Source: an optimization exercise on an open RTL-to-GDS flow (aim: small area, a short achievable clock period and few clock cycles). Production flows keep margins and buffers that such runs may drop. Function was checked by simulation only, so behaviour that the tests miss may differ from the original. Power figures rest on the tool's default switching activity, not on a simulated workload.

## run D
Design RV32ICore, start of the top module:
module RV32ICore(
    input wire CPU_CLK,
    input wire CPU_RST,
    output wire [31:0] CPU_InstMem_A,        
    input wire [31:0] CPU_InstMem_RD,        
    output wire [31:0] CPU_DataMem_A,        
    output wire [3:0] CPU_DataMem_WE,        
    output wire [31:0] CPU_DataMem_WD,       
    input wire [31:0] CPU_DataMem_RD         
    );
    wire clk = CPU_CLK;
    wire rst = CPU_RST;
    localparam NB = 6;                       
    wire        redir_e;                     
    wire [31:0] redir_e_pc;
    wire        stall_d;                     
    wire        kill_d, kill_e;
    reg         q_br, q_jal, q_jalr, q_bad, q_ptk, q_taken;    
    wire        q_mis;                       
    reg  [31:0] q_tgt;                       
    reg         e_rw, e_ld, e_st, e_br, e_jal, e_jalr, e_csr, e_bad, e_ptk;
    reg  [4:0]  e_rd;
    reg  [2:0]  e_f3;
    reg  [31:0] a_e, r2_e, imm_e, pc_e;
    reg         e_fa_m, e_fa_w, e_fa_l, e_fa_r, e_fb_m, e_fb_w, e_fb_l, e_fb_r;
    reg         e_gb_m, e_gb_w, e_gb_l, e_gb_r, e_gb_i;    
    reg         e_sub, e_sl, e_sra;
    reg         e_r_sum, e_r_slt, e_r_sltu, e_r_xor, e_r_or, e_r_and, e_r_sh, e_r_b, e_r_link, e_r_csr;
    reg         e_ring;
    reg  [NB-1:0] e_hit;
    reg  [7:0]  e_tag;
    reg         m_rw, m_ld, m_lw;
    reg  [4:0]  m_rd;
    reg  [2:0]  m_f3;
    reg  [31:0] m_res, m_addr, m_wd;
    reg  [3:0]  m_we;
    reg         w_rw, w_ld;
    reg  [4:0]  w_rd;
    reg  [2:0]  w_f3;
    reg  [31:0] w_res;
    wire [31:0] rdata = CPU_DataMem_RD;
    reg         w_snl, w_sw, w_sb0, w_sb1, w_sb2, w_sb3, w_sh0, w_sh2, w_sbx, w_shx, w_ss;
    wire sign = w_ss && ((w_sb0 && rdata[7]) || ((w_sb1 || w_sh0) && rdata[15]) || (w_sb2 && rdata[23]) ||
                         ((w_sb3 || w_sh2) && rdata[31]));
    wire [31:0] w_data;
    assign w_data[7:0]   = ({8{w_snl}} & w_res[7:0]) | ({8{w_sw || w_sb0 || w_sh0}} & rdata[7:0])
                         | ({8{w_sb1}} & rdata[15:8]) | ({8{w_sb2 || w_sh2}} & rdata[23:16])
                         | ({8{w_sb3}} & rdata[31:24]);
    assign w_data[15:8]  = ({8{w_snl}} & w_res[15:8]) | ({8{w_sw || w_sh0}} & rdata[15:8])
                         | ({8{w_sh2}} & rdata[31:24]) | ({8{w_sbx && sign}});
  ...
Size: ~11000 cells after synthesis, roughly 6000 flip-flops, ~170 I/O pins, ~170000 sq um of cells after synthesis.
Settings: LEC_CHECK=0, CAP_MARGIN=20, CORE_MARGIN=2, CORE_UTILIZATION=40, SLEW_MARGIN=20; clock period 12.0 ns.
standard.sh (not shown) runs the stock make flow with config.mk's settings and CLKGATE_MAP_FILE= SYNTH_SCRIPT=/design/flow/synth_recipe.tcl, a recipe that flattens the netlist after the stock synthesis.
==> flow/flow/run.sh <==
#!/bin/bash
set -euo pipefail
bash standard.sh \
  SETUP_SLACK_MARGIN=8 \
  "BUFFER_PORTS_ARGS=-buffer_cell sky130_fd_sc_hd__buf_4" \
  "CTS_ARGS=-sink_clustering_enable -repair_clock_nets -sink_clustering_size 24 -sink_clustering_max_diameter 80 -dont_use_dummy_load" \
  finish > orfs_make.log 2>&1
Testbench counts of run D, summed over its fixed seeds: cycles 715,574.
The following lists how run R was set up differently from run D:
-- flow/design.v --
<<< run D, line 54
    reg  [NB-1:0]    btb_v;
    reg  [8*NB-1:0]  btb_tag;
    reg  [11*NB-1:0] btb_off;                
    reg  [9*NB-1:0]  btb_tlo;                
    reg  [2*NB-1:0]  btb_dh;                 
>>> run R, line 54
    reg  [NB-1:0]    btb_v;
    reg  [8*NB-1:0]  btb_tag;
    reg  [9*NB-1:0]  btb_tlo;                
    reg  [2*NB-1:0]  btb_dh;                 
<<< run D, line 61
    reg  [31:0] pc_f;
    reg  [NB-1:0] hit_f;
    reg  [10:0] off_f;
    reg  [8:0]  tlo_f;
    reg  [1:0]  dh_f;
>>> run R, line 60
    reg  [31:0] pc_f;
    reg  [NB-1:0] hit_f;
    reg  [8:0]  tlo_f;
    reg  [1:0]  dh_f;
<<< run D, line 67
    integer i;
    always @(*) begin
        off_f = 11'd0;
        tlo_f = 9'd0;
        dh_f = 2'd0;
>>> run R, line 65
    integer i;
    always @(*) begin
        tlo_f = 9'd0;
        dh_f = 2'd0;
<<< run D, line 73
        for (i = 0; i < NB; i = i + 1) begin
            hit_f[i] = btb_v[i] && (btb_tag[8*i +: 8] == pc_f[9:2]);
            off_f = off_f | ({11{hit_f[i]}} & btb_off[11*i +: 11]);
            tlo_f = tlo_f | ({9{hit_f[i]}} & btb_tlo[9*i +: 9]);
            dh_f = dh_f | ({2{hit_f[i]}} & btb_dh[2*i +: 2]);
>>> run R, line 70
        for (i = 0; i < NB; i = i + 1) begin
            hit_f[i] = btb_v[i] && (btb_tag[8*i +: 8] == pc_f[9:2]);
            tlo_f = tlo_f | ({9{hit_f[i]}} & btb_tlo[9*i +: 9]);
            dh_f = dh_f | ({2{hit_f[i]}} & btb_dh[2*i +: 2]);
<<< run D, line 110
        a_pc <= pc_f;
        a_pt <= pt_f;
        a_off <= off_f;
        a_hit <= hit_f;
    end
>>> run R, line 106
        a_pc <= pc_f;
        a_pt <= pt_f;
        a_off <= {dh_f, tlo_f};
        a_hit <= hit_f;
    end
<<< run D, line 182
    wire [31:0] immJ = {{12{ir[31]}}, ir[19:12], ir[20], ir[30:21], 1'b0};
    wire [31:0] pc4 = pc_d + 32'd4;
    wire jfit  = (&immJ[20:11]) || !(|immJ[20:11]);
    wire bfit  = immB[12] == immB[11];
    wire vhit  = (|hit_d) && ((is_br && bfit && poff_d == immB[11:1]) || (is_jal && jfit && poff_d == immJ[11:1]));
    wire ptk   = pt_d && vhit;
    wire bad   = pt_d && !vhit && !is_jal;
>>> run R, line 178
    wire [31:0] immJ = {{12{ir[31]}}, ir[19:12], ir[20], ir[30:21], 1'b0};
    wire [31:0] pc4 = pc_d + 32'd4;
    wire [9:0]  lo_b = {1'b0, pc_d[9:1]} + {1'b0, immB[9:1]};
    wire [9:0]  lo_j = {1'b0, pc_d[9:1]} + {1'b0, immJ[9:1]};
    function step_ok(input [21:0] hi, input c, input [1:0] dh);
        reg z, o, p1, m2;
        begin
            z  = hi == 22'd0;
            o  = &hi;
            p1 = hi == 22'd1;
            m2 = hi == 22'h3ffffe;
            step_ok = (dh == 2'b00 && ((z && !c) || (o && c))) ||
                      (dh == 2'b01 && ((z && c) || (p1 && !c))) ||
                      (dh == 2'b10 && ((o && !c) || (m2 && c)));
        end
    endfunction
    wire ok_b = lo_b[8:0] == poff_d[8:0] && step_ok(immB[31:10], lo_b[9], poff_d[10:9]);
    wire ok_j = lo_j[8:0] == poff_d[8:0] && step_ok(immJ[31:10], lo_j[9], poff_d[10:9]);
    wire vhit  = (|hit_d) && ((is_br && ok_b) || (is_jal && ok_j));
    wire ptk   = pt_d && vhit;
    wire bad   = pt_d && !vhit && !is_jal;
<<< run D, line 369
    assign kill_e = q_mis || (q_jal && !q_ptk) || q_jalr || q_bad;
    assign kill_d = q_red;
    wire fit_e = (&imm_e[20:11]) || !(|imm_e[20:11]);
    wire hi_ne = tgt_e[31:10] != pc_e[31:10];
    reg  u_br, u_brfit, u_jalfit, u_jal;
>>> run R, line 379
    assign kill_e = q_mis || (q_jal && !q_ptk) || q_jalr || q_bad;
    assign kill_d = q_red;
    wire fit_e = (&imm_e[20:10]) || !(|imm_e[20:10]);
    wire hi_ne = tgt_e[31:10] != pc_e[31:10];
    reg  u_br, u_brfit, u_jalfit, u_jal;
<<< run D, line 375
    reg  [NB-1:0] u_hit;
    reg  [7:0]  u_tag;
    reg  [10:0] u_off;
    reg  [8:0]  u_tlo;
    reg  [1:0]  u_dh;
>>> run R, line 385
    reg  [NB-1:0] u_hit;
    reg  [7:0]  u_tag;
    reg  [8:0]  u_tlo;
    reg  [1:0]  u_dh;
<<< run D, line 393
        u_hit <= e_hit;
        u_tag <= e_tag;
        u_off <= imm_e[11:1];
        u_tlo <= tgt_e[9:1];
        u_dh  <= {hi_ne && imm_e[31], hi_ne && !imm_e[31]};
>>> run R, line 402
        u_hit <= e_hit;
        u_tag <= e_tag;
        u_tlo <= tgt_e[9:1];
        u_dh  <= {hi_ne && imm_e[31], hi_ne && !imm_e[31]};
<<< run D, line 410
                if (u_alloc && btb_ptr == b) begin
                    btb_tag[8*b +: 8] <= u_tag;
                    btb_off[11*b +: 11] <= u_off;
                    btb_tlo[9*b +: 9] <= u_tlo;
                    btb_dh[2*b +: 2] <= u_dh;
>>> run R, line 418
                if (u_alloc && btb_ptr == b) begin
                    btb_tag[8*b +: 8] <= u_tag;
                    btb_tlo[9*b +: 9] <= u_tlo;
                    btb_dh[2*b +: 2] <= u_dh;
--- outcome ---
Relative to run D, the simple-gate portion of the synthesized area of run R is higher by 0.32 points.
Between run R and run D, the maximum cell stage delay along the critical path is higher for run R.
Compared with run D, run R shows a detailed-route via count that is 2301 higher.
Run R against run D: number of violations reported at the end of detailed-routing iteration 0 went up by 1256, final RePlAce weighted congestion went up by about 2.3%, multi-input gate share of the layout cell area went up by 0.46 points.
Of run R and run D, the run reporting the higher total power was run D.
Total setup buffers inserted after CTS (run R vs. run D) decreases slightly
Maximum number of pins on one net before global-route repair went down by more than a quarter going from run D to run R.
Testbench counts of run R, summed over its fixed seeds: cycles 715,574.

## port drivers added, routing unchanged
The flow's constraints put no driver on any port. The routed layouts listed below were extracted and timed again, unchanged, in two steps.
Step 1: set_driving_cell puts a clkbuf_16 on CPU_CLK and a buf_2 on each other input, an assumption about the parent block.
Step 2 adds t to the input delays and takes it off the output delays; t is the mean of the earliest and latest rising clock arrival at the registers after step 1. Input paths then give back, and output paths get back, about the clock's delay inside the block.
Three values: ideal, step 1, step 2; two values: the first two.
run	t (ns)	setup slack, ns	worst slew at a driven data input, ns
run D	1.071	7.634 / 7.634 / 6.672	0.10
run R	1.041	7.460 / 7.522 / 6.481	0.58
After both steps setup and hold are still met in every run listed. The setup slack of run R, which loses most, moves by +0.062 ns with the drivers and by -0.979 ns with both steps.
